Background: an optimization exercise with open tools, aiming at small area. Do not read the settings as production practice. Only simulation tests tie the RTL to the original design; equivalence was not proved. No activity file was given, so power comes from the tool's default toggle rates.

## flow/design.v (module list and top-level ports; edited modules follow where they fit)
// module Rca: 14 lines
// module Csel: 12 lines
// module WordRing: 40 lines
// module CicDownSampler2: 83 lines
// module FIR_Kaiser_13Taps_LP_0d500: 67 lines
// module FIR_Kaiser_17Taps_LP_0d500: 69 lines
// module FIR_Kaiser_25Taps_LP_0d125: 90 lines
// module OrthDDS: 37 lines
// module ADPLL: 124 lines
// module MixMul: 276 lines
// module QuarterSin0: 265 lines
// module QuarterSin1: 265 lines
module ADPLL #(
    parameter PW=32, DW=12, AW=10
)(
    input wire clk, rst,     
    input wire signed [DW-1:0] in,
    input wire signed [PW-1:0] base_freq,
    output logic signed [DW-1:0] sin, cos,
    output logic signed [PW-1:0] freq
);
  // ...
==> flow/run.sh <==
#!/bin/bash
# synth_recipe.tcl (not shown) runs the flow's synth.tcl, then flattens the netlist and writes it again
# the make line also repeats each setting of config.mk as NAME=value (left out here)
make -C /OpenROAD-flow-scripts/flow DESIGN_CONFIG=/design/flow/config.mk WORK_HOME=/design/flow/orfs CLKGATE_MAP_FILE= SYNTH_SCRIPT=/design/flow/synth_recipe.tcl finish
==> flow/config.mk <==
export PLATFORM = sky130hd
export DESIGN_NAME = ADPLL
export DESIGN_NICKNAME = ADPLL
export VERILOG_FILES = /design/flow/design.v
export SDC_FILE = /design/flow/constraint.sdc
export NUM_CORES = 4
export LEC_CHECK = 0
export CAP_MARGIN = 20
export CORE_MARGIN = 2
export CORE_UTILIZATION = 40
export SLEW_MARGIN = 20
export SYNTH_MEMORY_MAX_BITS = 16384
==> flow/constraint.sdc <==
create_clock -name core_clock -period 10.0 [get_ports {clk}]
set_input_delay 2.0000 -clock core_clock [delete_from_list [all_inputs] [get_ports {clk}]]
set_output_delay 2.0000 -clock core_clock [all_outputs]
set_load 0.01 [all_outputs]
==> reports/metrics.csv, run 1 <==
stage;metric;value;unit
global_route;use_met2;27.6;%
logic_synthesis;synth_top_family_by_area;adder cells;
global_route;grt_start_max_net_pins;113;
worst_setup_path;cp-end-kind;flop;
outcome;status;no timing/DRC/antenna violations;
finish;final-clk-cell-share;7.25;%
worst_setup_path;critPathKind;reg -> reg;
clock_network;cts-resized-gates;0;
worst_setup_path;crit_cells;30;
worst_setup_path;critPathTopFamily;adder cells;
clock_network;clockBufferDepth;3;
worst_setup_path;arrival;9.97;ns
clock_network;clkTransAtPathRegs;0.06;ns
min_path;min_path_cells;0;
global_route;grt-ovfl-total;0;
logic_synthesis;ys.flop_type;dfxtp_1;
logic_synthesis;synth_top_cell_area_share;45.7;%
logic_synthesis;synth-adder-area-share;16.5;%
placed_design;placed_cells;5984;
drt;wl_met3;5770;µm
drt;wl_per_cell;16.8;µm
timing;layout_min_cycle_time;9.45;ns
pwr;powerSeq;5070;µW
finish;multi_input_area;22900;µm²
drt;dr_total_vias;31600;
floorplanning;die_w;345;µm
finish;sh_seq_area;40.7;%
drt;drtAntennaViolNets;0;
pwr;maxPowerGroup;combinational cells;
worst_setup_path;worstPathMaxFanout;4;
pwr;pwr-share-seq;31.7;%
logic_synthesis;synth_edf_count;3;
placed_design;dp_slack;0.403;ns
logic_synthesis;synth-async-reset-ratio;0;%
finish;n_antenna_cell;0;
worst_setup_path;rr_startpoint;freq[0];
pwr;clkPwrFrac;26.4;%
logic_synthesis;synth_common_cells;1062 x dfxtp_1, 335 x nand2_1, 315 x nor2_1;
==> inputs of run 2 (changes only) <==
--- a/flow/design.v
+++ b/flow/design.v
@@ -27,8 +27,9 @@
     assign s[W-1:K] = cl ? h1 : h0;
 endmodule
 module WordRing #(parameter W = 12, L = 6, PB = 3, NP = 1, QB = 1)(
-    input wire clk, clr, arm, shiftp, neg,
-    input wire [W-1:0] term,
+    input wire clk, clr, arm, shiftp,
+    input wire [W-1:0] sum,        
+    output wire [W-1:0] base,
     output wire [W-1:0] head,
     output logic [PB-1:0] phase,
     output logic [QB-1:0] pass,
@@ -40,10 +41,7 @@
     assign run = started | (pending & (phase == '0));
     wire last = (phase == PB'(L - 1));
     wire lastpass = (pass == QB'(NP - 1));
-    wire [W-1:0] base = (shiftp && pass == '0) ? (last ? '0 : r[1]) : r[0];
-    wire [W-1:0] sum;
-    wire co;
-    Rca #(W) add(base, term ^ {W{neg}}, neg, sum, co);
+    assign base = (shiftp && pass == '0) ? (last ? '0 : r[1]) : r[0];
     wire [W-1:0] tail = clr ? '0 : run ? sum : r[0];
     always_ff@(posedge clk) begin
         for(int j = 0; j < L - 1; j++) r[j] <= r[j+1];
@@ -155,7 +153,8 @@
     input wire Clr,
     input wire Arm,
     input wire Odd,
-    input wire [11:0] Term,        
+    input wire [11:0] Sum,         
+    output wire [11:0] Base,       
     output wire Run,
     output logic En,
     output logic [3:0] Sh,
@@ -206,7 +205,7 @@
     assign En = Run & en;
     assign Sh = Run ? sh : 4'd0;
     assign Ng = Run & en & ng;
-    WordRing #(12, 6, 3, 5, 3) ring(Clock, Clr, Arm, Odd, Ng, Term, head, phase, pass, Run);
+    WordRing #(12, 6, 3, 5, 3) ring(Clock, Clr, Arm, Odd, Sum, Base, head, phase, pass, Run);
     always_ff@(posedge Clock) begin
         if(Clr) begin
             Out <= '0;
@@ -222,7 +221,8 @@
     input wire Clr,
     input wire Arm,
     input wire Odd,
-    input wire [11:0] Term,        
+    input wire [11:0] Sum,         
+    output wire [11:0] Base,       
     output wire Run,
     output logic En,
     output logic [3:0] Sh,
@@ -275,7 +275,7 @@
     assign En = Run & en;
     assign Sh = Run ? sh : 4'd0;
     assign Ng = Run & en & ng;
-    WordRing #(12, 8, 3, 5, 3) ring(Clock, Clr, Arm, Odd, Ng, Term, head, phase, pass, Run);
+    WordRing #(12, 8, 3, 5, 3) ring(Clock, Clr, Arm, Odd, Sum, Base, head, phase, pass, Run);
     always_ff@(posedge Clock) begin
         if(Clr) begin
             Out <= '0;
@@ -290,7 +290,10 @@
     input wire Clock,
     input wire Clr,
     input wire Arm,
-    input wire [10:0] Term,        
+    input wire [8:0] In,           
+    input wire [10:0] Sum,         
+    output wire [10:0] Base,       
+    output wire [8:0] Head,        
     output wire Run,
     output logic En,
     output logic [3:0] Sh,
@@ -299,75 +302,106 @@
     output logic [10:0] Out,       
     output logic [10:0] Prev       
 );
-    wire [10:0] head;
-    wire [4:0] phase;
-    wire [1:0] pass;
+    logic [8:0] r [23];
+    logic [4:0] phase;
+    logic [2:0] pass;
+    logic pending, started;
+    logic [10:0] acc;
     logic en, ng;
     logic [3:0] sh;
     always_comb begin
         en = 1'b0; sh = 4'd0; ng = 1'b0;
         case({pass, phase})
-            {2'd0, 5'd0}: begin en = 1'b1; sh = 4'd11; ng = 1'b1; end
-            {2'd0, 5'd1}: begin en = 1'b1; sh = 4'd10; ng = 1'b1; end
-            {2'd0, 5'd2}: begin en = 1'b1; sh = 4'd9; ng = 1'b1; end
-            {2'd1, 5'd2}: begin en = 1'b1; sh = 4'd11; ng = 1'b0; end
-            {2'd0, 5'd4}: begin en = 1'b1; sh = 4'd8; ng = 1'b0; end
-            {2'd1, 5'd4}: begin en = 1'b1; sh = 4'd10; ng = 1'b0; end
-            {2'd0, 5'd5}: begin en = 1'b1; sh = 4'd6; ng = 1'b0; end
-            {2'd0, 5'd6}: begin en = 1'b1; sh = 4'd5; ng = 1'b0; end
-            {2'd1, 5'd6}: begin en = 1'b1; sh = 4'd10; ng = 1'b0; end
-            {2'd0, 5'd7}: begin en = 1'b1; sh = 4'd4; ng = 1'b0; end
-            {2'd1, 5'd7}: begin en = 1'b1; sh = 4'd7; ng = 1'b1; end
-            {2'd0, 5'd8}: begin en = 1'b1; sh = 4'd4; ng = 1'b0; end
-            {2'd1, 5'd8}: begin en = 1'b1; sh = 4'd6; ng = 1'b0; end
-            {2'd2, 5'd8}: begin en = 1'b1; sh = 4'd9; ng = 1'b0; end
-            {2'd3, 5'd8}: begin en = 1'b1; sh = 4'd11; ng = 1'b1; end
-            {2'd0, 5'd9}: begin en = 1'b1; sh = 4'd3; ng = 1'b0; end
-            {2'd1, 5'd9}: begin en = 1'b1; sh = 4'd5; ng = 1'b1; end
-            {2'd2, 5'd9}: begin en = 1'b1; sh = 4'd7; ng = 1'b0; end
-            {2'd3, 5'd9}: begin en = 1'b1; sh = 4'd10; ng = 1'b0; end
-            {2'd0, 5'd10}: begin en = 1'b1; sh = 4'd3; ng = 1'b0; end
-            {2'd1, 5'd10}: begin en = 1'b1; sh = 4'd7; ng = 1'b1; end
-            {2'd2, 5'd10}: begin en = 1'b1; sh = 4'd9; ng = 1'b0; end
-            {2'd3, 5'd10}: begin en = 1'b1; sh = 4'd11; ng = 1'b1; end
-            {2'd0, 5'd11}: begin en = 1'b1; sh = 4'd3; ng = 1'b0; end
-            {2'd0, 5'd12}: begin en = 1'b1; sh = 4'd3; ng = 1'b0; end
-            {2'd1, 5'd12}: begin en = 1'b1; sh = 4'd7; ng = 1'b1; end
-            {2'd2, 5'd12}: begin en = 1'b1; sh = 4'd9; ng = 1'b0; end
-            {2'd3, 5'd12}: begin en = 1'b1; sh = 4'd11; ng = 1'b1; end
-            {2'd0, 5'd13}: begin en = 1'b1; sh = 4'd3; ng = 1'b0; end
-            {2'd1, 5'd13}: begin en = 1'b1; sh = 4'd5; ng = 1'b1; end
-            {2'd2, 5'd13}: begin en = 1'b1; sh = 4'd7; ng = 1'b0; end
-            {2'd3, 5'd13}: begin en = 1'b1; sh = 4'd10; ng = 1'b0; end
-            {2'd0, 5'd14}: begin en = 1'b1; sh = 4'd4; ng = 1'b0; end
-            {2'd1, 5'd14}: begin en = 1'b1; sh = 4'd6; ng = 1'b0; end
-            {2'd2, 5'd14}: begin en = 1'b1; sh = 4'd9; ng = 1'b0; end
-            {2'd3, 5'd14}: begin en = 1'b1; sh = 4'd11; ng = 1'b1; end
-            {2'd0, 5'd15}: begin en = 1'b1; sh = 4'd4; ng = 1'b0; end
-            {2'd1, 5'd15}: begin en = 1'b1; sh = 4'd7; ng = 1'b1; end
-            {2'd0, 5'd16}: begin en = 1'b1; sh = 4'd5; ng = 1'b0; end
-            {2'd1, 5'd16}: begin en = 1'b1; sh = 4'd10; ng = 1'b0; end
-            {2'd0, 5'd17}: begin en = 1'b1; sh = 4'd6; ng = 1'b0; end
-            {2'd0, 5'd18}: begin en = 1'b1; sh = 4'd8; ng = 1'b0; end
-            {2'd1, 5'd18}: begin en = 1'b1; sh = 4'd10; ng = 1'b0; end
-            {2'd0, 5'd20}: begin en = 1'b1; sh = 4'd9; ng = 1'b1; end
-            {2'd1, 5'd20}: begin en = 1'b1; sh = 4'd11; ng = 1'b0; end
-            {2'd0, 5'd21}: begin en = 1'b1; sh = 4'd10; ng = 1'b1; end
-            {2'd0, 5'd22}: begin en = 1'b1; sh = 4'd11; ng = 1'b1; end
+            {3'd0, 5'd0}: begin en = 1'b1; sh = 4'd11; ng = 1'b1; end
+            {3'd0, 5'd1}: begin en = 1'b1; sh = 4'd10; ng = 1'b1; end
+            {3'd0, 5'd2}: begin en = 1'b1; sh = 4'd9; ng = 1'b1; end
+            {3'd1, 5'd2}: begin en = 1'b1; sh = 4'd11; ng = 1'b0; end
+            {3'd0, 5'd4}: begin en = 1'b1; sh = 4'd8; ng = 1'b0; end
+            {3'd1, 5'd4}: begin en = 1'b1; sh = 4'd10; ng = 1'b0; end
+            {3'd0, 5'd5}: begin en = 1'b1; sh = 4'd6; ng = 1'b0; end
+            {3'd0, 5'd6}: begin en = 1'b1; sh = 4'd5; ng = 1'b0; end
+            {3'd1, 5'd6}: begin en = 1'b1; sh = 4'd10; ng = 1'b0; end
+            {3'd0, 5'd7}: begin en = 1'b1; sh = 4'd4; ng = 1'b0; end
+            {3'd1, 5'd7}: begin en = 1'b1; sh = 4'd7; ng = 1'b1; end
+            {3'd0, 5'd8}: begin en = 1'b1; sh = 4'd4; ng = 1'b0; end
+            {3'd1, 5'd8}: begin en = 1'b1; sh = 4'd6; ng = 1'b0; end
+            {3'd2, 5'd8}: begin en = 1'b1; sh = 4'd9; ng = 1'b0; end
+            {3'd3, 5'd8}: begin en = 1'b1; sh = 4'd11; ng = 1'b1; end
+            {3'd0, 5'd9}: begin en = 1'b1; sh = 4'd3; ng = 1'b0; end
+            {3'd1, 5'd9}: begin en = 1'b1; sh = 4'd5; ng = 1'b1; end
+            {3'd2, 5'd9}: begin en = 1'b1; sh = 4'd7; ng = 1'b0; end
+            {3'd3, 5'd9}: begin en = 1'b1; sh = 4'd10; ng = 1'b0; end
+            {3'd0, 5'd10}: begin en = 1'b1; sh = 4'd3; ng = 1'b0; end
+            {3'd1, 5'd10}: begin en = 1'b1; sh = 4'd7; ng = 1'b1; end
+            {3'd2, 5'd10}: begin en = 1'b1; sh = 4'd9; ng = 1'b0; end
+            {3'd3, 5'd10}: begin en = 1'b1; sh = 4'd11; ng = 1'b1; end
+            {3'd0, 5'd11}: begin en = 1'b1; sh = 4'd3; ng = 1'b0; end
+            {3'd0, 5'd12}: begin en = 1'b1; sh = 4'd3; ng = 1'b0; end
+            {3'd1, 5'd12}: begin en = 1'b1; sh = 4'd7; ng = 1'b1; end
+            {3'd2, 5'd12}: begin en = 1'b1; sh = 4'd9; ng = 1'b0; end
+            {3'd3, 5'd12}: begin en = 1'b1; sh = 4'd11; ng = 1'b1; end
+            {3'd0, 5'd13}: begin en = 1'b1; sh = 4'd3; ng = 1'b0; end
+            {3'd1, 5'd13}: begin en = 1'b1; sh = 4'd5; ng = 1'b1; end
+            {3'd2, 5'd13}: begin en = 1'b1; sh = 4'd7; ng = 1'b0; end
+            {3'd3, 5'd13}: begin en = 1'b1; sh = 4'd10; ng = 1'b0; end
+            {3'd0, 5'd14}: begin en = 1'b1; sh = 4'd4; ng = 1'b0; end
+            {3'd1, 5'd14}: begin en = 1'b1; sh = 4'd6; ng = 1'b0; end
+            {3'd2, 5'd14}: begin en = 1'b1; sh = 4'd9; ng = 1'b0; end
+            {3'd3, 5'd14}: begin en = 1'b1; sh = 4'd11; ng = 1'b1; end
+            {3'd0, 5'd15}: begin en = 1'b1; sh = 4'd4; ng = 1'b0; end
+            {3'd1, 5'd15}: begin en = 1'b1; sh = 4'd7; ng = 1'b1; end
+            {3'd0, 5'd16}: begin en = 1'b1; sh = 4'd5; ng = 1'b0; end
+            {3'd1, 5'd16}: begin en = 1'b1; sh = 4'd10; ng = 1'b0; end
+            {3'd0, 5'd17}: begin en = 1'b1; sh = 4'd6; ng = 1'b0; end
+            {3'd0, 5'd18}: begin en = 1'b1; sh = 4'd8; ng = 1'b0; end
+            {3'd1, 5'd18}: begin en = 1'b1; sh = 4'd10; ng = 1'b0; end
+            {3'd0, 5'd20}: begin en = 1'b1; sh = 4'd9; ng = 1'b1; end
+            {3'd1, 5'd20}: begin en = 1'b1; sh = 4'd11; ng = 1'b0; end
+            {3'd0, 5'd21}: begin en = 1'b1; sh = 4'd10; ng = 1'b1; end
+            {3'd0, 5'd22}: begin en = 1'b1; sh = 4'd11; ng = 1'b1; end
             default: ;
         endcase
     end
+    assign Run = started | (pending & (phase == 5'd0));
+    wire last = (phase == 5'd22);
+    wire lastpass = (pass == 3'd4);
+    assign Head = r[0];
+    assign Base = acc;
     assign En = Run & en;
     assign Sh = Run ? sh : 4'd0;
     assign Ng = Run & en & ng;
-    WordRing #(11, 23, 5, 4, 2) ring(Clock, Clr, Arm, 1'b1, Ng, Term, head, phase, pass, Run);
+    wire [8:0] tail = Clr ? 9'd0 : (Run & lastpass) ? (last ? In : r[1]) : r[0];
+    always_ff@(posedge Clock) begin
+        for(int j = 0; j < 22; j++) r[j] <= r[j+1];
+        r[22] <= tail;
+        phase <= (Clr | last) ? 5'd0 : phase + 1'b1;
+    end
+    always_ff@(posedge Clock) begin
+        if(Clr) begin
+            pending <= 1'b0;
+            started <= 1'b0;
+            pass <= 3'd0;
+        end
+        else begin
+            if(Arm) pending <= 1'b1;
+            else if(Run & last & lastpass) pending <= 1'b0;
+            if(Run) begin
+                started <= ~(last & lastpass);
+                if(last) pass <= lastpass ? 3'd0 : pass + 1'b1;
+            end
+        end
+    end
+    always_ff@(posedge Clock) begin
+        if(Arm) acc <= 11'd0;
+        else if(Run && !lastpass) acc <= Sum;
+    end
     always_ff@(posedge Clock) begin
         if(Clr) begin
             Out <= '0;
             Prev <= '0;
         end
-        else if(Run &&  pass == 2'd0 && phase == 5'd0) begin
-            Out <= head;
+        else if(Run && lastpass && phase == 5'd0) begin
+            Out <= acc;
             Prev <= Out;
         end
         else if(Shr) begin
@@ -450,18 +484,26 @@
     wire [8:0] y2;
     CicDownSampler2 cicDs(clk, rst, init, hi, lo, mix, cic_f);
     wire arm3 = !init && !c125 && !c62 && (hi == 4'd0) && (lo == 6'd1);
-    wire arm2 = !init && !c125 && (hi == 4'd3) && (lo == 6'd0);
-    wire arm1 = !init && (hi == 4'd4) && (lo == 6'd10);
+    wire arm2 = !init && !c125 && (hi == 4'd3) && (lo == 6'd30);
+    wire arm1 = !init && (hi == 4'd5) && (lo == 6'd0);
     wire run1, run2, run3, en1, en2, en3, ng1, ng2, ng3;
     wire [3:0] sh1, sh2, sh3;
     wire [11:0] xsel = ({12{run1}} & {cic_f, 1'b0}) | ({12{run2}} & {y1, 1'b0})
-                     | ({12{run3}} & {y2, 3'b000});
+                     | ({12{run3}} & {head3, 3'b000});
     wire signed [11:0] xs = xsel;
     wire [3:0] sh = sh1 | sh2 | sh3;
     wire [11:0] term = (en1 | en2 | en3) ? 12'(xs >>> sh) : 12'd0;
-    FIR_Kaiser_25Taps_LP_0d125 fir3(clk, init, arm3, term[10:0], run3, en3, sh3, ng3, pr, y3, y3_prev);
-    FIR_Kaiser_17Taps_LP_0d500 fir2(clk, init, arm2, c62, term, run2, en2, sh2, ng2, y2);
-    FIR_Kaiser_13Taps_LP_0d500 fir1(clk, init, arm1, c125, term, run1, en1, sh1, ng1, y1);
+    wire [11:0] base1, base2;
+    wire [10:0] base3;
+    wire [8:0] head3;
+    wire [11:0] bsel = ({12{run1}} & base1) | ({12{run2}} & base2) | ({12{run3}} & {1'b0, base3});
+    wire ng = ng1 | ng2 | ng3;
+    wire [11:0] rsum;
+    wire rco;
+    Rca #(12) radd(bsel, term ^ {12{ng}}, ng, rsum, rco);
+    FIR_Kaiser_25Taps_LP_0d125 fir3(clk, init, arm3, y2, rsum[10:0], base3, head3, run3, en3, sh3, ng3, pr, y3, y3_prev);
+    FIR_Kaiser_17Taps_LP_0d500 fir2(clk, init, arm2, c62, rsum, base2, run2, en2, sh2, ng2, y2);
+    FIR_Kaiser_13Taps_LP_0d500 fir1(clk, init, arm1, c125, rsum, base1, run1, en1, sh1, ng1, y1);
     logic pr;
     logic [5:0] j;
     always_ff@(posedge clk) begin
@@ -814,531 +856,673 @@
 endmodule
 module QuarterSin0(
     input wire [7:0] a,
-    output logic [10:0] y
+    output wire [10:0] y
 );
+    logic [10:0] c;
+    logic [5:0] f;
+    always_comb begin
+        case(a[7:2])
+            6'd0: c = 11'd0;
+            6'd1: c = 11'd50;
+            6'd2: c = 11'd100;
+            6'd3: c = 11'd151;
+            6'd4: c = 11'd201;
+            6'd5: c = 11'd251;
+            6'd6: c = 11'd300;
+            6'd7: c = 11'd350;
+            6'd8: c = 11'd399;
+            6'd9: c = 11'd449;
+            6'd10: c = 11'd497;
+            6'd11: c = 11'd546;
+            6'd12: c = 11'd594;
+            6'd13: c = 11'd642;
+            6'd14: c = 11'd690;
+            6'd15: c = 11'd737;
+            6'd16: c = 11'd783;
+            6'd17: c = 11'd830;
+            6'd18: c = 11'd875;
+            6'd19: c = 11'd920;
+            6'd20: c = 11'd965;
+            6'd21: c = 11'd1009;
+            6'd22: c = 11'd1052;
+            6'd23: c = 11'd1095;
+            6'd24: c = 11'd1137;
+            6'd25: c = 11'd1179;
+            6'd26: c = 11'd1219;
+            6'd27: c = 11'd1259;
+            6'd28: c = 11'd1299;
+            6'd29: c = 11'd1337;
+            6'd30: c = 11'd1375;
+            6'd31: c = 11'd1411;
+            6'd32: c = 11'd1447;
+            6'd33: c = 11'd1483;
+            6'd34: c = 11'd1517;
+            6'd35: c = 11'd1550;
+            6'd36: c = 11'd1582;
+            6'd37: c = 11'd1614;
+            6'd38: c = 11'd1644;
+            6'd39: c = 11'd1674;
+            6'd40: c = 11'd1702;
+            6'd41: c = 11'd1729;
+            6'd42: c = 11'd1756;
+            6'd43: c = 11'd1781;
+            6'd44: c = 11'd1805;
+            6'd45: c = 11'd1828;
+            6'd46: c = 11'd1850;
+            6'd47: c = 11'd1871;
+            6'd48: c = 11'd1891;
+            6'd49: c = 11'd1910;
+            6'd50: c = 11'd1927;
+            6'd51: c = 11'd1944;
+            6'd52: c = 11'd1959;
+            6'd53: c = 11'd1973;
+            6'd54: c = 11'd1986;
+            6'd55: c = 11'd1997;
+            6'd56: c = 11'd2008;
+            6'd57: c = 11'd2017;
+            6'd58: c = 11'd2025;
+            6'd59: c = 11'd2032;
+            6'd60: c = 11'd2037;
+            6'd61: c = 11'd2041;
+            6'd62: c = 11'd2045;
+            6'd63: c = 11'd2046;
+        endcase
+    end
     always_comb begin
         case(a)
-            8'd0: y = 11'd0;
-            8'd1: y = 11'd13;
-            8'd2: y = 11'd25;
-            8'd3: y = 11'd38;
-            8'd4: y = 11'd50;
-            8'd5: y = 11'd63;
-            8'd6: y = 11'd75;
-            8'd7: y = 11'd88;
-            8'd8: y = 11'd100;
-            8'd9: y = 11'd113;
-            8'd10: y = 11'd126;
-            8'd11: y = 11'd138;
-            8'd12: y = 11'd151;
-            8'd13: y = 11'd163;
-            8'd14: y = 11'd176;
-            8'd15: y = 11'd188;
-            8'd16: y = 11'd201;
-            8'd17: y = 11'd213;
-            8'd18: y = 11'd226;
-            8'd19: y = 11'd238;
-            8'd20: y = 11'd251;
-            8'd21: y = 11'd263;
-            8'd22: y = 11'd275;
-            8'd23: y = 11'd288;
-            8'd24: y = 11'd300;
-            8'd25: y = 11'd313;
-            8'd26: y = 11'd325;
-            8'd27: y = 11'd338;
-            8'd28: y = 11'd350;
-            8'd29: y = 11'd362;
-            8'd30: y = 11'd375;
-            8'd31: y = 11'd387;
-            8'd32: y = 11'd399;
-            8'd33: y = 11'd412;
-            8'd34: y = 11'd424;
-            8'd35: y = 11'd436;
-            8'd36: y = 11'd449;
-            8'd37: y = 11'd461;
-            8'd38: y = 11'd473;
-            8'd39: y = 11'd485;
-            8'd40: y = 11'd497;
-            8'd41: y = 11'd510;
-            8'd42: y = 11'd522;
-            8'd43: y = 11'd534;
-            8'd44: y = 11'd546;
-            8'd45: y = 11'd558;
-            8'd46: y = 11'd570;
-            8'd47: y = 11'd582;
-            8'd48: y = 11'd594;
-            8'd49: y = 11'd606;
-            8'd50: y = 11'd618;
-            8'd51: y = 11'd630;
-            8'd52: y = 11'd642;
-            8'd53: y = 11'd654;
-            8'd54: y = 11'd666;
-            8'd55: y = 11'd678;
-            8'd56: y = 11'd690;
-            8'd57: y = 11'd701;
-            8'd58: y = 11'd713;
-            8'd59: y = 11'd725;
-            8'd60: y = 11'd737;
-            8'd61: y = 11'd748;
-            8'd62: y = 11'd760;
-            8'd63: y = 11'd772;
-            8'd64: y = 11'd783;
-            8'd65: y = 11'd795;
-            8'd66: y = 11'd807;
-            8'd67: y = 11'd818;
-            8'd68: y = 11'd830;
-            8'd69: y = 11'd841;
-            8'd70: y = 11'd852;
-            8'd71: y = 11'd864;
-            8'd72: y = 11'd875;
-            8'd73: y = 11'd887;
-            8'd74: y = 11'd898;
-            8'd75: y = 11'd909;
-            8'd76: y = 11'd920;
-            8'd77: y = 11'd932;
-            8'd78: y = 11'd943;
-            8'd79: y = 11'd954;
-            8'd80: y = 11'd965;
-            8'd81: y = 11'd976;
-            8'd82: y = 11'd987;
-            8'd83: y = 11'd998;
-            8'd84: y = 11'd1009;
-            8'd85: y = 11'd1020;
-            8'd86: y = 11'd1031;
-            8'd87: y = 11'd1042;
-            8'd88: y = 11'd1052;
-            8'd89: y = 11'd1063;
-            8'd90: y = 11'd1074;
-            8'd91: y = 11'd1085;
-            8'd92: y = 11'd1095;
-            8'd93: y = 11'd1106;
-            8'd94: y = 11'd1116;
-            8'd95: y = 11'd1127;
-            8'd96: y = 11'd1137;
-            8'd97: y = 11'd1148;
-            8'd98: y = 11'd1158;
-            8'd99: y = 11'd1168;
-            8'd100: y = 11'd1179;
-            8'd101: y = 11'd1189;
-            8'd102: y = 11'd1199;
-            8'd103: y = 11'd1209;
-            8'd104: y = 11'd1219;
-            8'd105: y = 11'd1229;
-            8'd106: y = 11'd1239;
-            8'd107: y = 11'd1249;
-            8'd108: y = 11'd1259;
-            8'd109: y = 11'd1269;
-            8'd110: y = 11'd1279;
-            8'd111: y = 11'd1289;
-            8'd112: y = 11'd1299;
-            8'd113: y = 11'd1308;
-            8'd114: y = 11'd1318;
-            8'd115: y = 11'd1328;
-            8'd116: y = 11'd1337;
-            8'd117: y = 11'd1347;
-            8'd118: y = 11'd1356;
-            8'd119: y = 11'd1365;
-            8'd120: y = 11'd1375;
-            8'd121: y = 11'd1384;
-            8'd122: y = 11'd1393;
-            8'd123: y = 11'd1402;
-            8'd124: y = 11'd1411;
-            8'd125: y = 11'd1421;
-            8'd126: y = 11'd1430;
-            8'd127: y = 11'd1439;
-            8'd128: y = 11'd1447;
-            8'd129: y = 11'd1456;
-            8'd130: y = 11'd1465;
-            8'd131: y = 11'd1474;
-            8'd132: y = 11'd1483;
-            8'd133: y = 11'd1491;
-            8'd134: y = 11'd1500;
-            8'd135: y = 11'd1508;
-            8'd136: y = 11'd1517;
-            8'd137: y = 11'd1525;
-            8'd138: y = 11'd1533;
-            8'd139: y = 11'd1542;
-            8'd140: y = 11'd1550;
-            8'd141: y = 11'd1558;
-            8'd142: y = 11'd1566;
-            8'd143: y = 11'd1574;
-            8'd144: y = 11'd1582;
-            8'd145: y = 11'd1590;
-            8'd146: y = 11'd1598;
-            8'd147: y = 11'd1606;
-            8'd148: y = 11'd1614;
-            8'd149: y = 11'd1621;
-            8'd150: y = 11'd1629;
-            8'd151: y = 11'd1637;
-            8'd152: y = 11'd1644;
-            8'd153: y = 11'd1652;
-            8'd154: y = 11'd1659;
-            8'd155: y = 11'd1666;
-            8'd156: y = 11'd1674;
-            8'd157: y = 11'd1681;
-            8'd158: y = 11'd1688;
-            8'd159: y = 11'd1695;
-            8'd160: y = 11'd1702;
-            8'd161: y = 11'd1709;
-            8'd162: y = 11'd1716;
-            8'd163: y = 11'd1723;
-            8'd164: y = 11'd1729;
-            8'd165: y = 11'd1736;
-            8'd166: y = 11'd1743;
-            8'd167: y = 11'd1749;
-            8'd168: y = 11'd1756;
-            8'd169: y = 11'd1762;
-            8'd170: y = 11'd1769;
-            8'd171: y = 11'd1775;
-            8'd172: y = 11'd1781;
-            8'd173: y = 11'd1787;
-            8'd174: y = 11'd1793;
-            8'd175: y = 11'd1799;
-            8'd176: y = 11'd1805;
-            8'd177: y = 11'd1811;
-            8'd178: y = 11'd1817;
-            8'd179: y = 11'd1823;
-            8'd180: y = 11'd1828;
-            8'd181: y = 11'd1834;
-            8'd182: y = 11'd1840;
-            8'd183: y = 11'd1845;
-            8'd184: y = 11'd1850;
-            8'd185: y = 11'd1856;
-            8'd186: y = 11'd1861;
-            8'd187: y = 11'd1866;
-            8'd188: y = 11'd1871;
-            8'd189: y = 11'd1876;
-            8'd190: y = 11'd1881;
-            8'd191: y = 11'd1886;
-            8'd192: y = 11'd1891;
-            8'd193: y = 11'd1896;
-            8'd194: y = 11'd1901;
-            8'd195: y = 11'd1905;
-            8'd196: y = 11'd1910;
-            8'd197: y = 11'd1914;
-            8'd198: y = 11'd1919;
-            8'd199: y = 11'd1923;
-            8'd200: y = 11'd1927;
-            8'd201: y = 11'd1932;
-            8'd202: y = 11'd1936;
-            8'd203: y = 11'd1940;
-            8'd204: y = 11'd1944;
-            8'd205: y = 11'd1948;
-            8'd206: y = 11'd1951;
-            8'd207: y = 11'd1955;
-            8'd208: y = 11'd1959;
-            8'd209: y = 11'd1962;
-            8'd210: y = 11'd1966;
-            8'd211: y = 11'd1969;
-            8'd212: y = 11'd1973;
-            8'd213: y = 11'd1976;
-            8'd214: y = 11'd1979;
-            8'd215: y = 11'd1983;
-            8'd216: y = 11'd1986;
-            8'd217: y = 11'd1989;
-            8'd218: y = 11'd1992;
-            8'd219: y = 11'd1994;
-            8'd220: y = 11'd1997;
-            8'd221: y = 11'd2000;
-            8'd222: y = 11'd2003;
-            8'd223: y = 11'd2005;
-            8'd224: y = 11'd2008;
-            8'd225: y = 11'd2010;
-            8'd226: y = 11'd2012;
-            8'd227: y = 11'd2015;
-            8'd228: y = 11'd2017;
-            8'd229: y = 11'd2019;
-            8'd230: y = 11'd2021;
-            8'd231: y = 11'd2023;
-            8'd232: y = 11'd2025;
-            8'd233: y = 11'd2027;
-            8'd234: y = 11'd2028;
-            8'd235: y = 11'd2030;
-            8'd236: y = 11'd2032;
-            8'd237: y = 11'd2033;
-            8'd238: y = 11'd2035;
-            8'd239: y = 11'd2036;
-            8'd240: y = 11'd2037;
-            8'd241: y = 11'd2038;
-            8'd242: y = 11'd2039;
-            8'd243: y = 11'd2040;
-            8'd244: y = 11'd2041;
-            8'd245: y = 11'd2042;
-            8'd246: y = 11'd2043;
-            8'd247: y = 11'd2044;
-            8'd248: y = 11'd2045;
-            8'd249: y = 11'd2045;
-            8'd250: y = 11'd2046;
-            8'd251: y = 11'd2046;
-            8'd252: y = 11'd2046;
-            8'd253: y = 11'd2047;
-            8'd254: y = 11'd2047;
-            8'd255: y = 11'd2047;
+            8'd0: f = 6'd0;
+            8'd1: f = 6'd13;
+            8'd2: f = 6'd25;
+            8'd3: f = 6'd38;
+            8'd4: f = 6'd0;
+            8'd5: f = 6'd13;
+            8'd6: f = 6'd25;
+            8'd7: f = 6'd38;
+            8'd8: f = 6'd0;
+            8'd9: f = 6'd13;
+            8'd10: f = 6'd26;
+            8'd11: f = 6'd38;
+            8'd12: f = 6'd0;
+            8'd13: f = 6'd12;
+            8'd14: f = 6'd25;
+            8'd15: f = 6'd37;
+            8'd16: f = 6'd0;
+            8'd17: f = 6'd12;
+            8'd18: f = 6'd25;
+            8'd19: f = 6'd37;
+            8'd20: f = 6'd0;
+            8'd21: f = 6'd12;
+            8'd22: f = 6'd24;
+            8'd23: f = 6'd37;
+            8'd24: f = 6'd0;
+            8'd25: f = 6'd13;
+            8'd26: f = 6'd25;
+            8'd27: f = 6'd38;
+            8'd28: f = 6'd0;
+            8'd29: f = 6'd12;
+            8'd30: f = 6'd25;
+            8'd31: f = 6'd37;
+            8'd32: f = 6'd0;
+            8'd33: f = 6'd13;
+            8'd34: f = 6'd25;
+            8'd35: f = 6'd37;
+            8'd36: f = 6'd0;
+            8'd37: f = 6'd12;
+            8'd38: f = 6'd24;
+            8'd39: f = 6'd36;
+            8'd40: f = 6'd0;
+            8'd41: f = 6'd13;
+            8'd42: f = 6'd25;
+            8'd43: f = 6'd37;
+            8'd44: f = 6'd0;
+            8'd45: f = 6'd12;
+            8'd46: f = 6'd24;
+            8'd47: f = 6'd36;
+            8'd48: f = 6'd0;
+            8'd49: f = 6'd12;
+            8'd50: f = 6'd24;
+            8'd51: f = 6'd36;
+            8'd52: f = 6'd0;
+            8'd53: f = 6'd12;
+            8'd54: f = 6'd24;
+            8'd55: f = 6'd36;
+            8'd56: f = 6'd0;
+            8'd57: f = 6'd11;
+            8'd58: f = 6'd23;
+            8'd59: f = 6'd35;
+            8'd60: f = 6'd0;
+            8'd61: f = 6'd11;
+            8'd62: f = 6'd23;
+            8'd63: f = 6'd35;
+            8'd64: f = 6'd0;
+            8'd65: f = 6'd12;
+            8'd66: f = 6'd24;
+            8'd67: f = 6'd35;
+            8'd68: f = 6'd0;
+            8'd69: f = 6'd11;
+            8'd70: f = 6'd22;
+            8'd71: f = 6'd34;
+            8'd72: f = 6'd0;
+            8'd73: f = 6'd12;
+            8'd74: f = 6'd23;
+            8'd75: f = 6'd34;
+            8'd76: f = 6'd0;
+            8'd77: f = 6'd12;
+            8'd78: f = 6'd23;
+            8'd79: f = 6'd34;
+            8'd80: f = 6'd0;
+            8'd81: f = 6'd11;
+            8'd82: f = 6'd22;
+            8'd83: f = 6'd33;
+            8'd84: f = 6'd0;
+            8'd85: f = 6'd11;
+            8'd86: f = 6'd22;
+            8'd87: f = 6'd33;
+            8'd88: f = 6'd0;
+            8'd89: f = 6'd11;
+            8'd90: f = 6'd22;
+            8'd91: f = 6'd33;
+            8'd92: f = 6'd0;
+            8'd93: f = 6'd11;
+            8'd94: f = 6'd21;
+            8'd95: f = 6'd32;
+            8'd96: f = 6'd0;
+            8'd97: f = 6'd11;
+            8'd98: f = 6'd21;
+            8'd99: f = 6'd31;
+            8'd100: f = 6'd0;
+            8'd101: f = 6'd10;
+            8'd102: f = 6'd20;
+            8'd103: f = 6'd30;
+            8'd104: f = 6'd0;
+            8'd105: f = 6'd10;
+            8'd106: f = 6'd20;
+            8'd107: f = 6'd30;
+            8'd108: f = 6'd0;
+            8'd109: f = 6'd10;
+            8'd110: f = 6'd20;
+            8'd111: f = 6'd30;
+            8'd112: f = 6'd0;
+            8'd113: f = 6'd9;
+            8'd114: f = 6'd19;
+            8'd115: f = 6'd29;
+            8'd116: f = 6'd0;
+            8'd117: f = 6'd10;
+            8'd118: f = 6'd19;
+            8'd119: f = 6'd28;
+            8'd120: f = 6'd0;
+            8'd121: f = 6'd9;
+            8'd122: f = 6'd18;
+            8'd123: f = 6'd27;
+            8'd124: f = 6'd0;
+            8'd125: f = 6'd10;
+            8'd126: f = 6'd19;
+            8'd127: f = 6'd28;
+            8'd128: f = 6'd0;
+            8'd129: f = 6'd9;
+            8'd130: f = 6'd18;
+            8'd131: f = 6'd27;
+            8'd132: f = 6'd0;
+            8'd133: f = 6'd8;
+            8'd134: f = 6'd17;
+            8'd135: f = 6'd25;
+            8'd136: f = 6'd0;
+            8'd137: f = 6'd8;
+            8'd138: f = 6'd16;
+            8'd139: f = 6'd25;
+            8'd140: f = 6'd0;
+            8'd141: f = 6'd8;
+            8'd142: f = 6'd16;
+            8'd143: f = 6'd24;
+            8'd144: f = 6'd0;
+            8'd145: f = 6'd8;
+            8'd146: f = 6'd16;
+            8'd147: f = 6'd24;
+            8'd148: f = 6'd0;
+            8'd149: f = 6'd7;
+            8'd150: f = 6'd15;
+            8'd151: f = 6'd23;
+            8'd152: f = 6'd0;
+            8'd153: f = 6'd8;
+            8'd154: f = 6'd15;
+            8'd155: f = 6'd22;
+            8'd156: f = 6'd0;
+            8'd157: f = 6'd7;
+            8'd158: f = 6'd14;
+            8'd159: f = 6'd21;
+            8'd160: f = 6'd0;
+            8'd161: f = 6'd7;
+            8'd162: f = 6'd14;
+            8'd163: f = 6'd21;
+            8'd164: f = 6'd0;
+            8'd165: f = 6'd7;
+            8'd166: f = 6'd14;
+            8'd167: f = 6'd20;
+            8'd168: f = 6'd0;
+            8'd169: f = 6'd6;
+            8'd170: f = 6'd13;
+            8'd171: f = 6'd19;
+            8'd172: f = 6'd0;
+            8'd173: f = 6'd6;
+            8'd174: f = 6'd12;
+            8'd175: f = 6'd18;
+            8'd176: f = 6'd0;
+            8'd177: f = 6'd6;
+            8'd178: f = 6'd12;
+            8'd179: f = 6'd18;
+            8'd180: f = 6'd0;
+            8'd181: f = 6'd6;
+            8'd182: f = 6'd12;
+            8'd183: f = 6'd17;
+            8'd184: f = 6'd0;
+            8'd185: f = 6'd6;
+            8'd186: f = 6'd11;
+            8'd187: f = 6'd16;
+            8'd188: f = 6'd0;
+            8'd189: f = 6'd5;
+            8'd190: f = 6'd10;
+            8'd191: f = 6'd15;
+            8'd192: f = 6'd0;
+            8'd193: f = 6'd5;
+            8'd194: f = 6'd10;
+            8'd195: f = 6'd14;
+            8'd196: f = 6'd0;
+            8'd197: f = 6'd4;
+            8'd198: f = 6'd9;
+            8'd199: f = 6'd13;
+            8'd200: f = 6'd0;
+            8'd201: f = 6'd5;
+            8'd202: f = 6'd9;
+            8'd203: f = 6'd13;
+            8'd204: f = 6'd0;
+            8'd205: f = 6'd4;
+            8'd206: f = 6'd7;
+            8'd207: f = 6'd11;
+            8'd208: f = 6'd0;
+            8'd209: f = 6'd3;
+            8'd210: f = 6'd7;
+            8'd211: f = 6'd10;
+            8'd212: f = 6'd0;
+            8'd213: f = 6'd3;
+            8'd214: f = 6'd6;
+            8'd215: f = 6'd10;
+            8'd216: f = 6'd0;
+            8'd217: f = 6'd3;
+            8'd218: f = 6'd6;
+            8'd219: f = 6'd8;
+            8'd220: f = 6'd0;
+            8'd221: f = 6'd3;
+            8'd222: f = 6'd6;
+            8'd223: f = 6'd8;
+            8'd224: f = 6'd0;
+            8'd225: f = 6'd2;
+            8'd226: f = 6'd4;
+            8'd227: f = 6'd7;
+            8'd228: f = 6'd0;
+            8'd229: f = 6'd2;
+            8'd230: f = 6'd4;
+            8'd231: f = 6'd6;
+            8'd232: f = 6'd0;
+            8'd233: f = 6'd2;
+            8'd234: f = 6'd3;
+            8'd235: f = 6'd5;
+            8'd236: f = 6'd0;
+            8'd237: f = 6'd1;
+            8'd238: f = 6'd3;
+            8'd239: f = 6'd4;
+            8'd240: f = 6'd0;
+            8'd241: f = 6'd1;
+            8'd242: f = 6'd2;
+            8'd243: f = 6'd3;
+            8'd244: f = 6'd0;
+            8'd245: f = 6'd1;
+            8'd246: f = 6'd2;
+            8'd247: f = 6'd3;
+            8'd248: f = 6'd0;
+            8'd249: f = 6'd0;
+            8'd250: f = 6'd1;
+            8'd251: f = 6'd1;
+            8'd252: f = 6'd0;
+            8'd253: f = 6'd1;
+            8'd254: f = 6'd1;
+            8'd255: f = 6'd1;
         endcase
     end
+    assign y = c + f;
 endmodule
 module QuarterSin1(
     input wire [7:0] a,
-    output logic [10:0] y
+    output wire [10:0] y
 );
+    logic [10:0] c;
+    logic [5:0] f;
+    always_comb begin
+        case(a[7:2])
+            6'd0: c = 11'd13;
+            6'd1: c = 11'd63;
+            6'd2: c = 11'd113;
+            6'd3: c = 11'd163;
+            6'd4: c = 11'd213;
+            6'd5: c = 11'd263;
+            6'd6: c = 11'd313;
+            6'd7: c = 11'd362;
+            6'd8: c = 11'd412;
+            6'd9: c = 11'd461;
+            6'd10: c = 11'd510;
+            6'd11: c = 11'd558;
+            6'd12: c = 11'd606;
+            6'd13: c = 11'd654;
+            6'd14: c = 11'd701;
+            6'd15: c = 11'd748;
+            6'd16: c = 11'd795;
+            6'd17: c = 11'd841;
+            6'd18: c = 11'd887;
+            6'd19: c = 11'd932;
+            6'd20: c = 11'd976;
+            6'd21: c = 11'd1020;
+            6'd22: c = 11'd1063;
+            6'd23: c = 11'd1106;
+            6'd24: c = 11'd1148;
+            6'd25: c = 11'd1189;
+            6'd26: c = 11'd1229;
+            6'd27: c = 11'd1269;
+            6'd28: c = 11'd1308;
+            6'd29: c = 11'd1347;
+            6'd30: c = 11'd1384;
+            6'd31: c = 11'd1421;
+            6'd32: c = 11'd1456;
+            6'd33: c = 11'd1491;
+            6'd34: c = 11'd1525;
+            6'd35: c = 11'd1558;
+            6'd36: c = 11'd1590;
+            6'd37: c = 11'd1621;
+            6'd38: c = 11'd1652;
+            6'd39: c = 11'd1681;
+            6'd40: c = 11'd1709;
+            6'd41: c = 11'd1736;
+            6'd42: c = 11'd1762;
+            6'd43: c = 11'd1787;
+            6'd44: c = 11'd1811;
+            6'd45: c = 11'd1834;
+            6'd46: c = 11'd1856;
+            6'd47: c = 11'd1876;
+            6'd48: c = 11'd1896;
+            6'd49: c = 11'd1914;
+            6'd50: c = 11'd1932;
+            6'd51: c = 11'd1948;
+            6'd52: c = 11'd1962;
+            6'd53: c = 11'd1976;
+            6'd54: c = 11'd1989;
+            6'd55: c = 11'd2000;
+            6'd56: c = 11'd2010;
+            6'd57: c = 11'd2019;
+            6'd58: c = 11'd2027;
+            6'd59: c = 11'd2033;
+            6'd60: c = 11'd2038;
+            6'd61: c = 11'd2042;
+            6'd62: c = 11'd2045;
+            6'd63: c = 11'd2047;
+        endcase
+    end
     always_comb begin
         case(a)
-            8'd0: y = 11'd13;
-            8'd1: y = 11'd25;
-            8'd2: y = 11'd38;
-            8'd3: y = 11'd50;
-            8'd4: y = 11'd63;
-            8'd5: y = 11'd75;
-            8'd6: y = 11'd88;
-            8'd7: y = 11'd100;
-            8'd8: y = 11'd113;
-            8'd9: y = 11'd126;
-            8'd10: y = 11'd138;
-            8'd11: y = 11'd151;
-            8'd12: y = 11'd163;
-            8'd13: y = 11'd176;
-            8'd14: y = 11'd188;
-            8'd15: y = 11'd201;
-            8'd16: y = 11'd213;
-            8'd17: y = 11'd226;
-            8'd18: y = 11'd238;
-            8'd19: y = 11'd251;
-            8'd20: y = 11'd263;
-            8'd21: y = 11'd275;
-            8'd22: y = 11'd288;
-            8'd23: y = 11'd300;
-            8'd24: y = 11'd313;
-            8'd25: y = 11'd325;
-            8'd26: y = 11'd338;
-            8'd27: y = 11'd350;
-            8'd28: y = 11'd362;
-            8'd29: y = 11'd375;
-            8'd30: y = 11'd387;
-            8'd31: y = 11'd399;
-            8'd32: y = 11'd412;
-            8'd33: y = 11'd424;
-            8'd34: y = 11'd436;
-            8'd35: y = 11'd449;
-            8'd36: y = 11'd461;
-            8'd37: y = 11'd473;
-            8'd38: y = 11'd485;
-            8'd39: y = 11'd497;
-            8'd40: y = 11'd510;
-            8'd41: y = 11'd522;
-            8'd42: y = 11'd534;
-            8'd43: y = 11'd546;
-            8'd44: y = 11'd558;
-            8'd45: y = 11'd570;
-            8'd46: y = 11'd582;
-            8'd47: y = 11'd594;
-            8'd48: y = 11'd606;
-            8'd49: y = 11'd618;
-            8'd50: y = 11'd630;
-            8'd51: y = 11'd642;
-            8'd52: y = 11'd654;
-            8'd53: y = 11'd666;
-            8'd54: y = 11'd678;
-            8'd55: y = 11'd690;
-            8'd56: y = 11'd701;
-            8'd57: y = 11'd713;
-            8'd58: y = 11'd725;
-            8'd59: y = 11'd737;
-            8'd60: y = 11'd748;
-            8'd61: y = 11'd760;
-            8'd62: y = 11'd772;
-            8'd63: y = 11'd783;
-            8'd64: y = 11'd795;
-            8'd65: y = 11'd807;
-            8'd66: y = 11'd818;
-            8'd67: y = 11'd830;
-            8'd68: y = 11'd841;
-            8'd69: y = 11'd852;
-            8'd70: y = 11'd864;
-            8'd71: y = 11'd875;
-            8'd72: y = 11'd887;
-            8'd73: y = 11'd898;
-            8'd74: y = 11'd909;
-            8'd75: y = 11'd920;
-            8'd76: y = 11'd932;
-            8'd77: y = 11'd943;
-            8'd78: y = 11'd954;
-            8'd79: y = 11'd965;
-            8'd80: y = 11'd976;
-            8'd81: y = 11'd987;
-            8'd82: y = 11'd998;
-            8'd83: y = 11'd1009;
-            8'd84: y = 11'd1020;
-            8'd85: y = 11'd1031;
-            8'd86: y = 11'd1042;
-            8'd87: y = 11'd1052;
-            8'd88: y = 11'd1063;
-            8'd89: y = 11'd1074;
-            8'd90: y = 11'd1085;
-            8'd91: y = 11'd1095;
-            8'd92: y = 11'd1106;
-            8'd93: y = 11'd1116;
-            8'd94: y = 11'd1127;
-            8'd95: y = 11'd1137;
-            8'd96: y = 11'd1148;
-            8'd97: y = 11'd1158;
-            8'd98: y = 11'd1168;
-            8'd99: y = 11'd1179;
-            8'd100: y = 11'd1189;
-            8'd101: y = 11'd1199;
-            8'd102: y = 11'd1209;
-            8'd103: y = 11'd1219;
-            8'd104: y = 11'd1229;
-            8'd105: y = 11'd1239;
-            8'd106: y = 11'd1249;
-            8'd107: y = 11'd1259;
-            8'd108: y = 11'd1269;
-            8'd109: y = 11'd1279;
-            8'd110: y = 11'd1289;
-            8'd111: y = 11'd1299;
-            8'd112: y = 11'd1308;
-            8'd113: y = 11'd1318;
-            8'd114: y = 11'd1328;
-            8'd115: y = 11'd1337;
-            8'd116: y = 11'd1347;
-            8'd117: y = 11'd1356;
-            8'd118: y = 11'd1365;
-            8'd119: y = 11'd1375;
-            8'd120: y = 11'd1384;
-            8'd121: y = 11'd1393;
-            8'd122: y = 11'd1402;
-            8'd123: y = 11'd1411;
-            8'd124: y = 11'd1421;
-            8'd125: y = 11'd1430;
-            8'd126: y = 11'd1439;
-            8'd127: y = 11'd1447;
-            8'd128: y = 11'd1456;
-            8'd129: y = 11'd1465;
-            8'd130: y = 11'd1474;
-            8'd131: y = 11'd1483;
-            8'd132: y = 11'd1491;
-            8'd133: y = 11'd1500;
-            8'd134: y = 11'd1508;
-            8'd135: y = 11'd1517;
-            8'd136: y = 11'd1525;
-            8'd137: y = 11'd1533;
-            8'd138: y = 11'd1542;
-            8'd139: y = 11'd1550;
-            8'd140: y = 11'd1558;
-            8'd141: y = 11'd1566;
-            8'd142: y = 11'd1574;
-            8'd143: y = 11'd1582;
-            8'd144: y = 11'd1590;
-            8'd145: y = 11'd1598;
-            8'd146: y = 11'd1606;
-            8'd147: y = 11'd1614;
-            8'd148: y = 11'd1621;
-            8'd149: y = 11'd1629;
-            8'd150: y = 11'd1637;
-            8'd151: y = 11'd1644;
-            8'd152: y = 11'd1652;
-            8'd153: y = 11'd1659;
-            8'd154: y = 11'd1666;
-            8'd155: y = 11'd1674;
-            8'd156: y = 11'd1681;
-            8'd157: y = 11'd1688;
-            8'd158: y = 11'd1695;
-            8'd159: y = 11'd1702;
-            8'd160: y = 11'd1709;
-            8'd161: y = 11'd1716;
-            8'd162: y = 11'd1723;
-            8'd163: y = 11'd1729;
-            8'd164: y = 11'd1736;
-            8'd165: y = 11'd1743;
-            8'd166: y = 11'd1749;
-            8'd167: y = 11'd1756;
-            8'd168: y = 11'd1762;
-            8'd169: y = 11'd1769;
-            8'd170: y = 11'd1775;
-            8'd171: y = 11'd1781;
-            8'd172: y = 11'd1787;
-            8'd173: y = 11'd1793;
-            8'd174: y = 11'd1799;
-            8'd175: y = 11'd1805;
-            8'd176: y = 11'd1811;
-            8'd177: y = 11'd1817;
-            8'd178: y = 11'd1823;
-            8'd179: y = 11'd1828;
-            8'd180: y = 11'd1834;
-            8'd181: y = 11'd1840;
-            8'd182: y = 11'd1845;
-            8'd183: y = 11'd1850;
-            8'd184: y = 11'd1856;
-            8'd185: y = 11'd1861;
-            8'd186: y = 11'd1866;
-            8'd187: y = 11'd1871;
-            8'd188: y = 11'd1876;
-            8'd189: y = 11'd1881;
-            8'd190: y = 11'd1886;
-            8'd191: y = 11'd1891;
-            8'd192: y = 11'd1896;
-            8'd193: y = 11'd1901;
-            8'd194: y = 11'd1905;
-            8'd195: y = 11'd1910;
-            8'd196: y = 11'd1914;
-            8'd197: y = 11'd1919;
-            8'd198: y = 11'd1923;
-            8'd199: y = 11'd1927;
-            8'd200: y = 11'd1932;
-            8'd201: y = 11'd1936;
-            8'd202: y = 11'd1940;
-            8'd203: y = 11'd1944;
-            8'd204: y = 11'd1948;
-            8'd205: y = 11'd1951;
-            8'd206: y = 11'd1955;
-            8'd207: y = 11'd1959;
-            8'd208: y = 11'd1962;
-            8'd209: y = 11'd1966;
-            8'd210: y = 11'd1969;
-            8'd211: y = 11'd1973;
-            8'd212: y = 11'd1976;
-            8'd213: y = 11'd1979;
-            8'd214: y = 11'd1983;
-            8'd215: y = 11'd1986;
-            8'd216: y = 11'd1989;
-            8'd217: y = 11'd1992;
-            8'd218: y = 11'd1994;
-            8'd219: y = 11'd1997;
-            8'd220: y = 11'd2000;
-            8'd221: y = 11'd2003;
-            8'd222: y = 11'd2005;
-            8'd223: y = 11'd2008;
-            8'd224: y = 11'd2010;
-            8'd225: y = 11'd2012;
-            8'd226: y = 11'd2015;
-            8'd227: y = 11'd2017;
-            8'd228: y = 11'd2019;
-            8'd229: y = 11'd2021;
-            8'd230: y = 11'd2023;
-            8'd231: y = 11'd2025;
-            8'd232: y = 11'd2027;
-            8'd233: y = 11'd2028;
-            8'd234: y = 11'd2030;
-            8'd235: y = 11'd2032;
-            8'd236: y = 11'd2033;
-            8'd237: y = 11'd2035;
-            8'd238: y = 11'd2036;
-            8'd239: y = 11'd2037;
-            8'd240: y = 11'd2038;
-            8'd241: y = 11'd2039;
-            8'd242: y = 11'd2040;
-            8'd243: y = 11'd2041;
-            8'd244: y = 11'd2042;
-            8'd245: y = 11'd2043;
-            8'd246: y = 11'd2044;
-            8'd247: y = 11'd2045;
-            8'd248: y = 11'd2045;
-            8'd249: y = 11'd2046;
-            8'd250: y = 11'd2046;
-            8'd251: y = 11'd2046;
-            8'd252: y = 11'd2047;
-            8'd253: y = 11'd2047;
-            8'd254: y = 11'd2047;
-            8'd255: y = 11'd2047;
+            8'd0: f = 6'd0;
+            8'd1: f = 6'd12;
+            8'd2: f = 6'd25;
+            8'd3: f = 6'd37;
+            8'd4: f = 6'd0;
+            8'd5: f = 6'd12;
+            8'd6: f = 6'd25;
+            8'd7: f = 6'd37;
+            8'd8: f = 6'd0;
+            8'd9: f = 6'd13;
+            8'd10: f = 6'd25;
+            8'd11: f = 6'd38;
+            8'd12: f = 6'd0;
+            8'd13: f = 6'd13;
+            8'd14: f = 6'd25;
+            8'd15: f = 6'd38;
+            8'd16: f = 6'd0;
+            8'd17: f = 6'd13;
+            8'd18: f = 6'd25;
+            8'd19: f = 6'd38;
+            8'd20: f = 6'd0;
+            8'd21: f = 6'd12;
+            8'd22: f = 6'd25;
+            8'd23: f = 6'd37;
+            8'd24: f = 6'd0;
+            8'd25: f = 6'd12;
+            8'd26: f = 6'd25;
+            8'd27: f = 6'd37;
+            8'd28: f = 6'd0;
+            8'd29: f = 6'd13;
+            8'd30: f = 6'd25;
+            8'd31: f = 6'd37;
+            8'd32: f = 6'd0;
+            8'd33: f = 6'd12;
+            8'd34: f = 6'd24;
+            8'd35: f = 6'd37;
+            8'd36: f = 6'd0;
+            8'd37: f = 6'd12;
+            8'd38: f = 6'd24;
+            8'd39: f = 6'd36;
+            8'd40: f = 6'd0;
+            8'd41: f = 6'd12;
+            8'd42: f = 6'd24;
+            8'd43: f = 6'd36;
+            8'd44: f = 6'd0;
+            8'd45: f = 6'd12;
+            8'd46: f = 6'd24;
+            8'd47: f = 6'd36;
+            8'd48: f = 6'd0;
+            8'd49: f = 6'd12;
+            8'd50: f = 6'd24;
+            8'd51: f = 6'd36;
+            8'd52: f = 6'd0;
+            8'd53: f = 6'd12;
+            8'd54: f = 6'd24;
+            8'd55: f = 6'd36;
+            8'd56: f = 6'd0;
+            8'd57: f = 6'd12;
+            8'd58: f = 6'd24;
+            8'd59: f = 6'd36;
+            8'd60: f = 6'd0;
+            8'd61: f = 6'd12;
+            8'd62: f = 6'd24;
+            8'd63: f = 6'd35;
+            8'd64: f = 6'd0;
+            8'd65: f = 6'd12;
+            8'd66: f = 6'd23;
+            8'd67: f = 6'd35;
+            8'd68: f = 6'd0;
+            8'd69: f = 6'd11;
+            8'd70: f = 6'd23;
+            8'd71: f = 6'd34;
+            8'd72: f = 6'd0;
+            8'd73: f = 6'd11;
+            8'd74: f = 6'd22;
+            8'd75: f = 6'd33;
+            8'd76: f = 6'd0;
+            8'd77: f = 6'd11;
+            8'd78: f = 6'd22;
+            8'd79: f = 6'd33;
+            8'd80: f = 6'd0;
+            8'd81: f = 6'd11;
+            8'd82: f = 6'd22;
+            8'd83: f = 6'd33;
+            8'd84: f = 6'd0;
+            8'd85: f = 6'd11;
+            8'd86: f = 6'd22;
+            8'd87: f = 6'd32;
+            8'd88: f = 6'd0;
+            8'd89: f = 6'd11;
+            8'd90: f = 6'd22;
+            8'd91: f = 6'd32;
+            8'd92: f = 6'd0;
+            8'd93: f = 6'd10;
+            8'd94: f = 6'd21;
+            8'd95: f = 6'd31;
+            8'd96: f = 6'd0;
+            8'd97: f = 6'd10;
+            8'd98: f = 6'd20;
+            8'd99: f = 6'd31;
+            8'd100: f = 6'd0;
+            8'd101: f = 6'd10;
+            8'd102: f = 6'd20;
+            8'd103: f = 6'd30;
+            8'd104: f = 6'd0;
+            8'd105: f = 6'd10;
+            8'd106: f = 6'd20;
+            8'd107: f = 6'd30;
+            8'd108: f = 6'd0;
+            8'd109: f = 6'd10;
+            8'd110: f = 6'd20;
+            8'd111: f = 6'd30;
+            8'd112: f = 6'd0;
+            8'd113: f = 6'd10;
+            8'd114: f = 6'd20;
+            8'd115: f = 6'd29;
+            8'd116: f = 6'd0;
+            8'd117: f = 6'd9;
+            8'd118: f = 6'd18;
+            8'd119: f = 6'd28;
+            8'd120: f = 6'd0;
+            8'd121: f = 6'd9;
+            8'd122: f = 6'd18;
+            8'd123: f = 6'd27;
+            8'd124: f = 6'd0;
+            8'd125: f = 6'd9;
+            8'd126: f = 6'd18;
+            8'd127: f = 6'd26;
+            8'd128: f = 6'd0;
+            8'd129: f = 6'd9;
+            8'd130: f = 6'd18;
+            8'd131: f = 6'd27;
+            8'd132: f = 6'd0;
+            8'd133: f = 6'd9;
+            8'd134: f = 6'd17;
+            8'd135: f = 6'd26;
+            8'd136: f = 6'd0;
+            8'd137: f = 6'd8;
+            8'd138: f = 6'd17;
+            8'd139: f = 6'd25;
+            8'd140: f = 6'd0;
+            8'd141: f = 6'd8;
+            8'd142: f = 6'd16;
+            8'd143: f = 6'd24;
+            8'd144: f = 6'd0;
+            8'd145: f = 6'd8;
+            8'd146: f = 6'd16;
+            8'd147: f = 6'd24;
+            8'd148: f = 6'd0;
+            8'd149: f = 6'd8;
+            8'd150: f = 6'd16;
+            8'd151: f = 6'd23;
+            8'd152: f = 6'd0;
+            8'd153: f = 6'd7;
+            8'd154: f = 6'd14;
+            8'd155: f = 6'd22;
+            8'd156: f = 6'd0;
+            8'd157: f = 6'd7;
+            8'd158: f = 6'd14;
+            8'd159: f = 6'd21;
+            8'd160: f = 6'd0;
+            8'd161: f = 6'd7;
+            8'd162: f = 6'd14;
+            8'd163: f = 6'd20;
+            8'd164: f = 6'd0;
+            8'd165: f = 6'd7;
+            8'd166: f = 6'd13;
+            8'd167: f = 6'd20;
+            8'd168: f = 6'd0;
+            8'd169: f = 6'd7;
+            8'd170: f = 6'd13;
+            8'd171: f = 6'd19;
+            8'd172: f = 6'd0;
+            8'd173: f = 6'd6;
+            8'd174: f = 6'd12;
+            8'd175: f = 6'd18;
+            8'd176: f = 6'd0;
+            8'd177: f = 6'd6;
+            8'd178: f = 6'd12;
+            8'd179: f = 6'd17;
+            8'd180: f = 6'd0;
+            8'd181: f = 6'd6;
+            8'd182: f = 6'd11;
+            8'd183: f = 6'd16;
+            8'd184: f = 6'd0;
+            8'd185: f = 6'd5;
+            8'd186: f = 6'd10;
+            8'd187: f = 6'd15;
+            8'd188: f = 6'd0;
+            8'd189: f = 6'd5;
+            8'd190: f = 6'd10;
+            8'd191: f = 6'd15;
+            8'd192: f = 6'd0;
+            8'd193: f = 6'd5;
+            8'd194: f = 6'd9;
+            8'd195: f = 6'd14;
+            8'd196: f = 6'd0;
+            8'd197: f = 6'd5;
+            8'd198: f = 6'd9;
+            8'd199: f = 6'd13;
+            8'd200: f = 6'd0;
+            8'd201: f = 6'd4;
+            8'd202: f = 6'd8;
+            8'd203: f = 6'd12;
+            8'd204: f = 6'd0;
+            8'd205: f = 6'd3;
+            8'd206: f = 6'd7;
+            8'd207: f = 6'd11;
+            8'd208: f = 6'd0;
+            8'd209: f = 6'd4;
+            8'd210: f = 6'd7;
+            8'd211: f = 6'd11;
+            8'd212: f = 6'd0;
+            8'd213: f = 6'd3;
+            8'd214: f = 6'd7;
+            8'd215: f = 6'd10;
+            8'd216: f = 6'd0;
+            8'd217: f = 6'd3;
+            8'd218: f = 6'd5;
+            8'd219: f = 6'd8;
+            8'd220: f = 6'd0;
+            8'd221: f = 6'd3;
+            8'd222: f = 6'd5;
+            8'd223: f = 6'd8;
+            8'd224: f = 6'd0;
+            8'd225: f = 6'd2;
+            8'd226: f = 6'd5;
+            8'd227: f = 6'd7;
+            8'd228: f = 6'd0;
+            8'd229: f = 6'd2;
+            8'd230: f = 6'd4;
+            8'd231: f = 6'd6;
+            8'd232: f = 6'd0;
+            8'd233: f = 6'd1;
+            8'd234: f = 6'd3;
+            8'd235: f = 6'd5;
+            8'd236: f = 6'd0;
+            8'd237: f = 6'd2;
+            8'd238: f = 6'd3;
+            8'd239: f = 6'd4;
+            8'd240: f = 6'd0;
+            8'd241: f = 6'd1;
+            8'd242: f = 6'd2;
+            8'd243: f = 6'd3;
+            8'd244: f = 6'd0;
+            8'd245: f = 6'd1;
+            8'd246: f = 6'd2;
+            8'd247: f = 6'd3;
+            8'd248: f = 6'd0;
+            8'd249: f = 6'd1;
+            8'd250: f = 6'd1;
+            8'd251: f = 6'd1;
+            8'd252: f = 6'd0;
+            8'd253: f = 6'd0;
+            8'd254: f = 6'd0;
+            8'd255: f = 6'd0;
         endcase
     end
+    assign y = c + f;
 endmodule
--- a/flow/config.mk
+++ b/flow/config.mk
@@ -7,6 +7,10 @@
 export LEC_CHECK = 0
 export CAP_MARGIN = 20
 export CORE_MARGIN = 2
-export CORE_UTILIZATION = 40
+export CORE_UTILIZATION = 65
+export CTS_BUF_LIST = sky130_fd_sc_hd__clkbuf_8
+export CTS_CLUSTER_DIAMETER = 50
+export CTS_CLUSTER_SIZE = 20
+export PLACE_DENSITY = 0.75
 export SLEW_MARGIN = 20
 export SYNTH_MEMORY_MAX_BITS = 16384
==> run 2 against run 1 <==
Against the previous run:
- register-to-register slack hardly changed
- fmax hardly changed
- count of clock-buffer cells in the layout is 48 lower
- largest power group unchanged
==> reports/metrics.csv, run 2 <==
stage;metric;value;unit;change
global_route;grt-ovfl-total;0;;unchanged
timing;skew;0.0568;ns;
clock_network;clock-sinks;1037;;
worst_setup_path;rrSetupSlack;0.55;ns;
logic_synthesis;synth_cell_types;94;;
clock_network;ctsHoldBuffers;0;;
logic_synthesis;synth-async-reset-ratio;0;%;unchanged
timing;finalSetupViolCount;0;;
logic_synthesis;ys.flop_type;dfxtp_1;;
worst_setup_path;start_kind;flop;;
finish;final_nets;4873;;
pwr;peakVddDrop;0.000540;V;
floorplanning;std_cell_rows;96;;
logic_synthesis;yosysWarnings;13;;
global_route;grt_antenna_before_repair;2;;
worst_setup_path;cp-end-kind;flop;;
drt;dr_total_vias;30100;;-5.0%
clock_network;clockBufferDepth;3;;unchanged
run;drv_cap;0;;
clock_network;numCtsBuffers;87;;
outcome;status;no timing/DRC/antenna violations;;
logic_synthesis;synth_largest_area_cell;dfxtp_1;;
logic_synthesis;synth_top_cell_area_share;46.4;%;+0.64 points
timing;layout_min_cycle_time;9.45;ns;-0.00399 ns
placed_design;dpl-instance-area;46100;µm²;
finish;reg.largest.list;fir3.r x207, fir2.ring.r x96, fir1.ring.r x72;;
drt;wl_per_cell;16.6;µm;-1.2%
floorplanning;die_area;70800;µm²;
worst_setup_path;worstPathMaxFanout;3;;-1
placed_design;dp_hpwl;60300;µm;
placed_design;gp_congestion;0.889;;
floorplanning;core;68200;µm²;
worst_setup_path;cp_data_required_time;10.57;ns;
timing;maxSlewHeadroom;35.4;%;
clock_network;clkTransAtPathRegs;0.10;ns;+0.04 ns
logic_synthesis;syn_nets;4880;;
worst_setup_path;arrival;10.01;ns;+0.04 ns
global_route;grt_pass1_vias;29300;;
finish;mostFrequentLayoutCells;1031 x dfxtp_1, 358 x nand2_1, 338 x nor2_1, 280 x a21oi_1, 273 x inv_1;;
drt;dr.pass1.iters;5;;
clock_network;cts-resized-gates;0;;unchanged
global_route;grt_pass1_wl;147000;µm;
drt;initialDrtViolationCount;2320;;
finish;fin_area;48200;µm²;
clock_network;h-tree-depth;3;;
global_route;grt_start_max_net_pins;109;;-3.5%
finish;drive_gt1_share;6.48;%;
timing;hold_viol_final;0;;
worst_setup_path;cp_slowest_cell;o41ai_2;;
logic_synthesis;avgSynthCellArea;10.2;µm²;
pwr;leakagePower;0.0199;µW;
timing;worstMarginPinSlew;0.969;ns;
floorplanning;start_util;65.4;%;
logic_synthesis;yosysSeqAreaShare;46.6;%;
floorplanning;chipHeight;266;µm;
pwr;power_density;296;nW/µm²;
floorplanning;die_w;266;µm;-23%
worst_setup_path;crit_path_frequent_cell;fa_1;;
logic_synthesis;synth_common_cells;1034 x dfxtp_1, 359 x nand2_1, 338 x nor2_1;;
finish;syn2layout_area_growth;8.01;%;
worst_setup_path;critPathKind;reg -> reg;;
logic_synthesis;ys_seq_elements;1037;;
logic_synthesis;synth_area_leaders;dfxtp_1 46%, fa_1 11%, ha_1 5.2%, nor2b_1 3.2%, a21oi_1 3.2%;;
finish;largest_register_ffs;207;;
timing;setup_tns;0;ns;
logic_synthesis;synth_edf_count;3;;unchanged
logic_synthesis;yosysMostFrequentCell;dfxtp_1;;
drt;drtAntennaViolNets;0;;unchanged
clock_network;cts-root-buf;clkbuf_8;;
worst_setup_path;cpPeakStageDelay;0.46;ns;
timing;period_share;94.5;%;
## run 2: cell count changes after synthesis, sizes merged, moves of 12 or more
| cell | delta |
|---|---|
| nor2 | +24 |
| a221oi | -12 |
| buf | -31 |
| dfxtp | -28 |
| o211ai | -18 |
| fa | -17 |
| nand2 | +24 |
| nand2b | -20 |
| o21ai | -16 |
| mux2i | +29 |
| o21a | -12 |
| inv | -18 |
## run 2: kinds of logic (layout without fill, tap and decap cells)
logic type,Yosys count,in the layout,share of synthesized area (%)
AO/OA/AOI/OAI,853,853,12.0
flip-flops,1037,1037,46.6
adder cells (fa/ha/maj),441,441,16.7
AND/OR/NAND/NOR,1265,1265,13.7
multiplexers,163,163,4.18
XOR/XNOR,117,117,2.30
other,0,3,0
buffers and inverters,517,570,4.49
## run 2: worst max-delay path, delay by kind of cell, from the launching register on
family                     cells  cell delay [ns]
and+or+nand+nor                4             0.66
DFF                            1             0.32
adders and majority gates     17             6.85
buffers and inverters          2             0.23
AOI/OAI and AO/OA              6             1.20
## run 2: final cells by class
class	count	area [µm²]	share of cell area, %
Sequential cell	1037	20800	43.2
Antenna cell	3	7.51	0.0156
Inverter	280	1050	2.18
Tap cell	882	1100	2.29
Clock inverter	57	769	1.60
Multi-Input combinational cell	2839	21900	45.4
Clock buffer	92	1270	2.63
Timing Repair Buffer	141	1320	2.74
## run 2: report_power, final
group	internal, µW	switching (µW)	total (µW)
Clock	1120	1520	2640
Sequential	4570	343	4920
Combinational	3060	3660	6730
## run 2: path summary, 6_finish.rpt
kind	start	cells after the start	to
worst max-delay path	freq[0]	29	theDds.phaseAcc[30]
worst min-delay path	fir2.ring.r[4][0]	0	fir2.ring.r[3][0]
worst max register to register	freq[0]	29	theDds.phaseAcc[30]
worst min register to register	fir2.ring.r[4][0]	0	fir2.ring.r[3][0]
## run 2: metal layers
metal,track usage [%],vias to the layer above,part of all wire (%)
met3,3.66,196,5.0
met1,34.3,14400,45
met5,0,-,0
li1,-,14700,-
met2,41.8,769,47
met4,8.96,0,2.9
## run 2: through the flow
| stage | hold WS [ns] | cells | worst slack (ns) |
|---|---|---|---|
| global placement | 0.310 | 5179 | 0.397 |
| finish | 0.303 | 5331 | 0.553 |
| detailed placement | 0.312 | 5179 | 0.318 |
| global route | 0.312 | 5330 | 0.0208 |
| CTS | 0.300 | 5328 | 0.220 |
| floorplan | 0.310 | 4393 | 0.899 |

Re-timed with assumed drivers on the ports (clkbuf_16 on the clock, buf_2 on other inputs), run 2 has 0.553 ns of setup slack against 0.553 ns with ideal ports, and 0.553 ns once port delays also move by the mid clock arrival of 0.785 ns.
